What follows belongs to an exercise in optimizing a design on an open flow for small area and a short achievable clock period; a production flow would make more cautious choices. Only simulation tests tie the RTL to the original design; equivalence was not proved. Power is estimated from default activity; no workload was simulated.

## top
module top(clk, reset, imem_addr, imem_data, dmem_addr, dmem_wdata, dmem_we, dmem_rdata, writed);
For scale: about 170 I/O pins.
==> flow/config.mk <==
export PLATFORM = sky130hd
export DESIGN_NAME = top
export DESIGN_NICKNAME = top
export VERILOG_FILES = /design/flow/design.v
export SDC_FILE = /design/flow/constraint.sdc
export NUM_CORES = 4
export LEC_CHECK = 0
export CAP_MARGIN = 20
export CORE_MARGIN = 2
export CORE_UTILIZATION = 40
export PLACE_DENSITY = 0.6
export SETUP_SLACK_MARGIN = 3.0
export SLEW_MARGIN = 20
export SYNTH_HIERARCHICAL = 1
==> flow/constraint.sdc <==
create_clock -name core_clock -period 5.5 [get_ports {clk}]
set_input_delay 1.1000 -clock core_clock [delete_from_list [all_inputs] [get_ports {clk}]]
set_output_delay 1.1000 -clock core_clock [all_outputs]
set_load 0.01 [all_outputs]
standard.sh (not shown) runs the stock make flow with config.mk's settings and CLKGATE_MAP_FILE= SYNTH_SCRIPT=/design/flow/synth_recipe.tcl, a recipe that flattens the netlist after the stock synthesis.
==> flow/flow/run.sh <==
#!/bin/bash
# The standard layout, with buf_2 cells (instead of the flow's default pick)
# buffering the input and output ports. make's output goes to flow_make.log;
# each ORFS step also keeps its own log under orfs/logs/.
set -euo pipefail
bash standard.sh 'BUFFER_PORTS_ARGS=-buffer_cell sky130_fd_sc_hd__buf_2' finish > flow_make.log 2>&1
Next try:
--- a/flow/design.v
+++ b/flow/design.v
@@ -101,20 +101,18 @@
             rd_or11 u_ob(.n(nb), .y(qb[gi]));
         end
     endgenerate
     wire [31:0] ua = qa;
     wire [31:0] ub = qb;
     wire d_aluimm = d_lw | d_sw;
     wire [31:0] d_immx = {{16{d_imm[15]}}, d_imm};
     reg [31:0] e_a, e_b, e_s;
     reg e_sw, e_cin, e_arith, e_and, e_or, e_xor, e_slt, e_fa, e_fb, e_fs;
-    reg [3:0] e_fa4, e_fb4, e_ci4;
-    wire [3:0] d_fa4, d_fb4, d_ci4;
     always @(posedge clk) begin
         if (reset) begin
             e_wen <= 1'b0;
             e_sw <= 1'b0;
         end
         else begin
             e_wen <= d_wen;
             e_sw <= d_sw;
         end
@@ -122,47 +120,35 @@
         e_rn <= d_rn;
         e_cin <= d_inv;
         e_arith <= d_arith;
         e_and <= d_and;
         e_or <= d_or;
         e_xor <= d_xor;
         e_slt <= d_slt;
         e_fa <= d_fea;
         e_fb <= d_feb && !d_aluimm;
-        e_fa4 <= d_fa4;
-        e_fb4 <= d_fb4;
-        e_ci4 <= d_ci4;
         e_fs <= d_feb;
         e_a <= ua;
         e_b <= d_aluimm ? d_immx : (d_inv ? ~ub : ub);
         e_s <= ub;
     end
     wire [31:0] e_p1, e_p0, e_g1, e_g0, e_pn, e_gn;
-    generate
-        for (gi = 0; gi < 4; gi = gi + 1) begin : g_ctl
-            ctl_copy u_cp(.fea(d_fea), .feb(d_feb), .aluimm(d_aluimm), .inv(d_inv),
-                          .fa(d_fa4[gi]), .fb(d_fb4[gi]), .ci(d_ci4[gi]));
-        end
-    endgenerate
-    wire [31:0] b_fa = {{8{e_fa4[3]}}, {8{e_fa4[2]}}, {8{e_fa4[1]}}, {8{e_fa4[0]}}};
-    wire [31:0] b_fb = {{8{e_fb4[3]}}, {8{e_fb4[2]}}, {8{e_fb4[1]}}, {8{e_fb4[0]}}};
-    wire [31:0] b_ci = {{8{e_ci4[3]}}, {8{e_ci4[2]}}, {8{e_ci4[1]}}, {8{e_ci4[0]}}};
-    wire [31:0] x_a = b_fa & m_r | ~b_fa & e_a;
-    wire [31:0] x_b = b_fb & (m_r ^ b_ci) | ~b_fb & e_b;
+    wire [31:0] x_a = {32{e_fa}} & m_r | {32{~e_fa}} & e_a;
+    wire [31:0] x_b = {32{e_fb}} & (m_r ^ {32{e_cin}}) | {32{~e_fb}} & e_b;
     wire [31:0] x_p = x_a ^ x_b;
     wire [31:0] x_lg = ({32{e_and}} & x_a & x_b) | ({32{e_or}} & (x_a | x_b)) | ({32{e_xor}} & x_p);
     wire [31:0] e_t1 = ({32{e_arith}} & ~x_p) | x_lg;
     wire [31:0] e_t0 = ({32{e_arith}} & x_p) | x_lg;
-    ex_pre0 u_pre0(.ea(e_a[0]), .eb(e_b[0]), .fa(b_fa[0]), .fb(b_fb[0]), .inv(b_ci[0]), .ci(e_cin),
+    ex_pre0 u_pre0(.ea(e_a[0]), .eb(e_b[0]), .fa(e_fa), .fb(e_fb), .inv(e_cin), .ci(e_cin),
                    .p1(e_p1[0]), .p0(e_p0[0]), .g1(e_g1[0]), .g0(e_g0[0]));
     generate
         for (gi = 1; gi < 32; gi = gi + 1) begin : g_pre
-            ex_pre u_pre(.ea(e_a[gi]), .eb(e_b[gi]), .fa(b_fa[gi]), .fb(b_fb[gi]), .inv(b_ci[gi]),
+            ex_pre u_pre(.ea(e_a[gi]), .eb(e_b[gi]), .fa(e_fa), .fb(e_fb), .inv(e_cin),
                          .p1(e_p1[gi]), .p0(e_p0[gi]), .g1(e_g1[gi]), .g0(e_g0[gi]));
         end
         for (gi = 0; gi < 32; gi = gi + 1) begin : g_pm
             ex_pmux u_pm(.m(m_r[gi]), .p1(e_p1[gi]), .p0(e_p0[gi]), .g1(e_g1[gi]), .g0(e_g0[gi]),
                          .pn(e_pn[gi]), .gn(e_gn[gi]));
         end
     endgenerate
     wire [31:0] kg [0:5];
     wire [31:0] kp [0:5];
@@ -289,16 +275,9 @@
     input s0, d0, s1, d1;
     output yn;
     assign yn = ~((s0 & d0) | (s1 & d1));
 endmodule
 module rd_or11(n, y);
     input [10:0] n;
     output y;
     assign y = ~&n;
 endmodule
-module ctl_copy(fea, feb, aluimm, inv, fa, fb, ci);
-    input fea, feb, aluimm, inv;
-    output fa, fb, ci;
-    assign fa = fea;
-    assign fb = feb & !aluimm;
-    assign ci = inv;
-endmodule
What happened: Combinational power grows by a little under a tenth. Routed wire length climbs by a few percent. Sequential share of layout area decreases by 0.58 points. Non-clock buffer count goes up by 19. Final cell count stays flat. Area after synthesis came out lower slightly. Synthesized cell count falls slightly. Global-route usage came out higher by 1.6 points. Setup slack loses 110 ps. Die area came out lower slightly. Worst hold slack hardly moves. Via count is higher by a few percent. Flip-flop and latch count decreases by 10. Clock-buffer cell count is higher by 3.

---

Another version of the RTL of top (not shown whole).
For scale: about 4000 cells after synthesis, about 59000 um2 of cells after synthesis.
export LEC_CHECK = 0
export CAP_MARGIN = 20
export CORE_MARGIN = 2
export CORE_UTILIZATION = 40
export CTS_CLUSTER_DIAMETER = 120
export CTS_CLUSTER_SIZE = 24
export PLACE_DENSITY = 0.6
export SETUP_SLACK_MARGIN = 3.0
export SLEW_MARGIN = 20
export SYNTH_HIERARCHICAL = 1
create_clock -name core_clock -period 5.5 [get_ports {clk}]
Scripts as last shown in full above: flow/flow/run.sh
The starting point ran to the end with no violations.
Next try:
--- a/flow/design.v
+++ b/flow/design.v
@@ -26,26 +26,23 @@
     wire f_or  = f_r && (f_fn == 6'b100101);
     wire f_xor = f_r && (f_fn == 6'b100110);
     wire f_slt = f_r && (f_fn == 6'b101010);
     wire f_lw  = (f_op == 6'b100011);
     wire f_sw  = (f_op == 6'b101011);
     wire f_alu = f_add | f_sub | f_and | f_or | f_xor | f_slt;
     wire [4:0] f_rn = f_alu ? imem_data[15:11] : f_rt;
     wire f_wen = (f_alu | f_lw) && (f_rn != 5'd0);
     wire f_fma, f_fmb;
     reg [4:0] d_rn;
     reg [15:0] d_imm;
-    reg [31:1] d_sa0, d_sa1, d_sb0, d_sb1;
-    reg [1:0] d_fma2, d_fmb2;
-    wire [31:1] f_sa0, f_sa1, f_sb0, f_sb1;
-    wire [1:0] f_fma2, f_fmb2;
+    reg [31:1] d_sa, d_sb;           
     reg d_fma, d_fmb, d_fea, d_feb;   
     reg d_wen, d_lw, d_sw, d_inv, d_arith, d_and, d_or, d_xor, d_slt;
     reg [4:0] e_rn;
     reg e_wen, e_lw;
     assign f_fma = e_wen && (f_rs == e_rn);
     assign f_fmb = e_wen && (f_rt == e_rn);
     always @(posedge clk) begin
         if (reset) begin
             d_wen <= 1'b0;
             d_sw <= 1'b0;
         end
@@ -54,66 +51,58 @@
             d_sw <= f_sw;
         end
         d_lw <= f_lw;
         d_inv <= f_sub | f_slt;
         d_arith <= f_add | f_sub | f_lw | f_sw;
         d_and <= f_and;
         d_or <= f_or;
         d_xor <= f_xor;
         d_slt <= f_slt;
         d_rn <= f_rn;
         d_imm <= imem_data[15:0];
-        d_sa0 <= f_sa0;
-        d_sa1 <= f_sa1;
-        d_sb0 <= f_sb0;
-        d_sb1 <= f_sb1;
-        d_fma2 <= f_fma2;
-        d_fmb2 <= f_fmb2;
+        for (i = 1; i < 32; i = i + 1) begin
+            d_sa[i] <= (f_rs == i) && !f_fma;
+            d_sb[i] <= (f_rt == i) && !f_fmb;
+        end
         d_fma <= f_fma;
         d_fmb <= f_fmb;
         d_fea <= d_wen && !d_lw && (f_rs == d_rn);
         d_feb <= d_wen && !d_lw && (f_rt == d_rn);
     end
     reg [31:0] rf [1:31];
     reg [31:1] m_we;                 
     reg m_lw;
     reg [31:0] m_r, m_o;
     wire [31:0] m_val = m_lw ? dmem_rdata : m_o;
     generate
         for (gi = 1; gi < 32; gi = gi + 1) begin : g_rf
             always @(posedge clk)
                 if (m_we[gi]) rf[gi] <= m_val;
         end
     endgenerate
     wire [31:0] qa, qb;
-    rd_dec u_dsa0(.r(f_rs), .fm(f_fma), .sel(f_sa0), .fmo(f_fma2[0]));
-    rd_dec u_dsa1(.r(f_rs), .fm(f_fma), .sel(f_sa1), .fmo(f_fma2[1]));
-    rd_dec u_dsb0(.r(f_rt), .fm(f_fmb), .sel(f_sb0), .fmo(f_fmb2[0]));
-    rd_dec u_dsb1(.r(f_rt), .fm(f_fmb), .sel(f_sb1), .fmo(f_fmb2[1]));
+    wire [32:1] sa = {1'b0, d_sa};
+    wire [32:1] sb = {1'b0, d_sb};
     generate
         for (gi = 0; gi < 32; gi = gi + 1) begin : g_rd
             wire [10:0] na, nb;
-            wire [32:1] sa = {1'b0, (gi < 16) ? d_sa0 : d_sa1};
-            wire [32:1] sb = {1'b0, (gi < 16) ? d_sb0 : d_sb1};
-            wire fma = d_fma2[gi / 16];
-            wire fmb = d_fmb2[gi / 16];
             for (gl = 0; gl < 11; gl = gl + 1) begin : g_grp
                 if (gl < 10) begin : g_3
                     rd_aoi3 u_a(.s0(sa[3*gl+1]), .d0(rf[3*gl+1][gi]), .s1(sa[3*gl+2]), .d1(rf[3*gl+2][gi]),
                                 .s2(sa[3*gl+3]), .d2(rf[3*gl+3][gi]), .yn(na[gl]));
                     rd_aoi3 u_b(.s0(sb[3*gl+1]), .d0(rf[3*gl+1][gi]), .s1(sb[3*gl+2]), .d1(rf[3*gl+2][gi]),
                                 .s2(sb[3*gl+3]), .d2(rf[3*gl+3][gi]), .yn(nb[gl]));
                 end
                 else begin : g_1
-                    rd_aoi2 u_a(.s0(sa[31]), .d0(rf[31][gi]), .s1(fma), .d1(m_val[gi]), .yn(na[gl]));
-                    rd_aoi2 u_b(.s0(sb[31]), .d0(rf[31][gi]), .s1(fmb), .d1(m_val[gi]), .yn(nb[gl]));
+                    rd_aoi2 u_a(.s0(sa[31]), .d0(rf[31][gi]), .s1(d_fma), .d1(m_val[gi]), .yn(na[gl]));
+                    rd_aoi2 u_b(.s0(sb[31]), .d0(rf[31][gi]), .s1(d_fmb), .d1(m_val[gi]), .yn(nb[gl]));
                 end
             end
             rd_or11 u_oa(.n(na), .y(qa[gi]));
             rd_or11 u_ob(.n(nb), .y(qb[gi]));
         end
     endgenerate
     wire [31:0] ua = qa;
     wire [31:0] ub = qb;
     wire d_aluimm = d_lw | d_sw;
     wire [31:0] d_immx = {{16{d_imm[15]}}, d_imm};
     reg [31:0] e_a, e_b, e_s;
@@ -305,24 +294,11 @@
     input [10:0] n;
     output y;
     assign y = ~&n;
 endmodule
 module ctl_copy(fea, feb, aluimm, inv, fa, fb, ci);
     input fea, feb, aluimm, inv;
     output fa, fb, ci;
     assign fa = fea;
     assign fb = feb & !aluimm;
     assign ci = inv;
 endmodule
-module rd_dec(r, fm, sel, fmo);
-    input [4:0] r;
-    input fm;
-    output [31:1] sel;
-    output fmo;
-    genvar k;
-    generate
-        for (k = 1; k < 32; k = k + 1) begin : g_k
-            assign sel[k] = (r == k) && !fm;
-        end
-    endgenerate
-    assign fmo = fm;
-endmodule
The changed run ran to the end with no violations.
Total power drops by 3.6%.
Register-to-register slack improves by 0.06 ns.
Setup slack improves by 0.056 ns.
Die area goes down by 3.0%.
Via count falls by 0.56%.
Worst hold slack got worse by 0.0073 ns.
Clock-buffer cell count goes down by 11.

afterwards: timing with drivers on the ports:
Ports are ideal in the flow. The routed layouts listed here were re-timed in OpenROAD.
Step 1 sets driving cells, clkbuf_16 on the clock port and buf_2 on the other inputs (assumed; they add their load-dependent delay and slew).
Step 2 times the ports against the registers' clock, not the clock port: input delays grow and output delays shrink by t, the midpoint of the rising clock arrivals with the driver on.
a / b / c = ideal / step 1 / step 2; a / b = the first two.
run | t (ns) | setup WS [ns] | cell pins on the clock port's net
the first run of note 1 | 0.853 | 2.926 / 2.926 / 2.451 | 1
the second run of note 1 | 0.849 | 2.815 / 2.815 / 2.548 | 1
the first run of note 2 | 0.784 | 2.880 / 2.880 / 2.247 | 1
the second run of note 2 | 0.784 | 2.936 / 2.899 / 2.500 | 1
After both steps setup and hold are still met in every run listed. The setup slack of the first run of note 2, which loses most, moves by 0.000 ns with the drivers and by -0.633 ns with both steps.
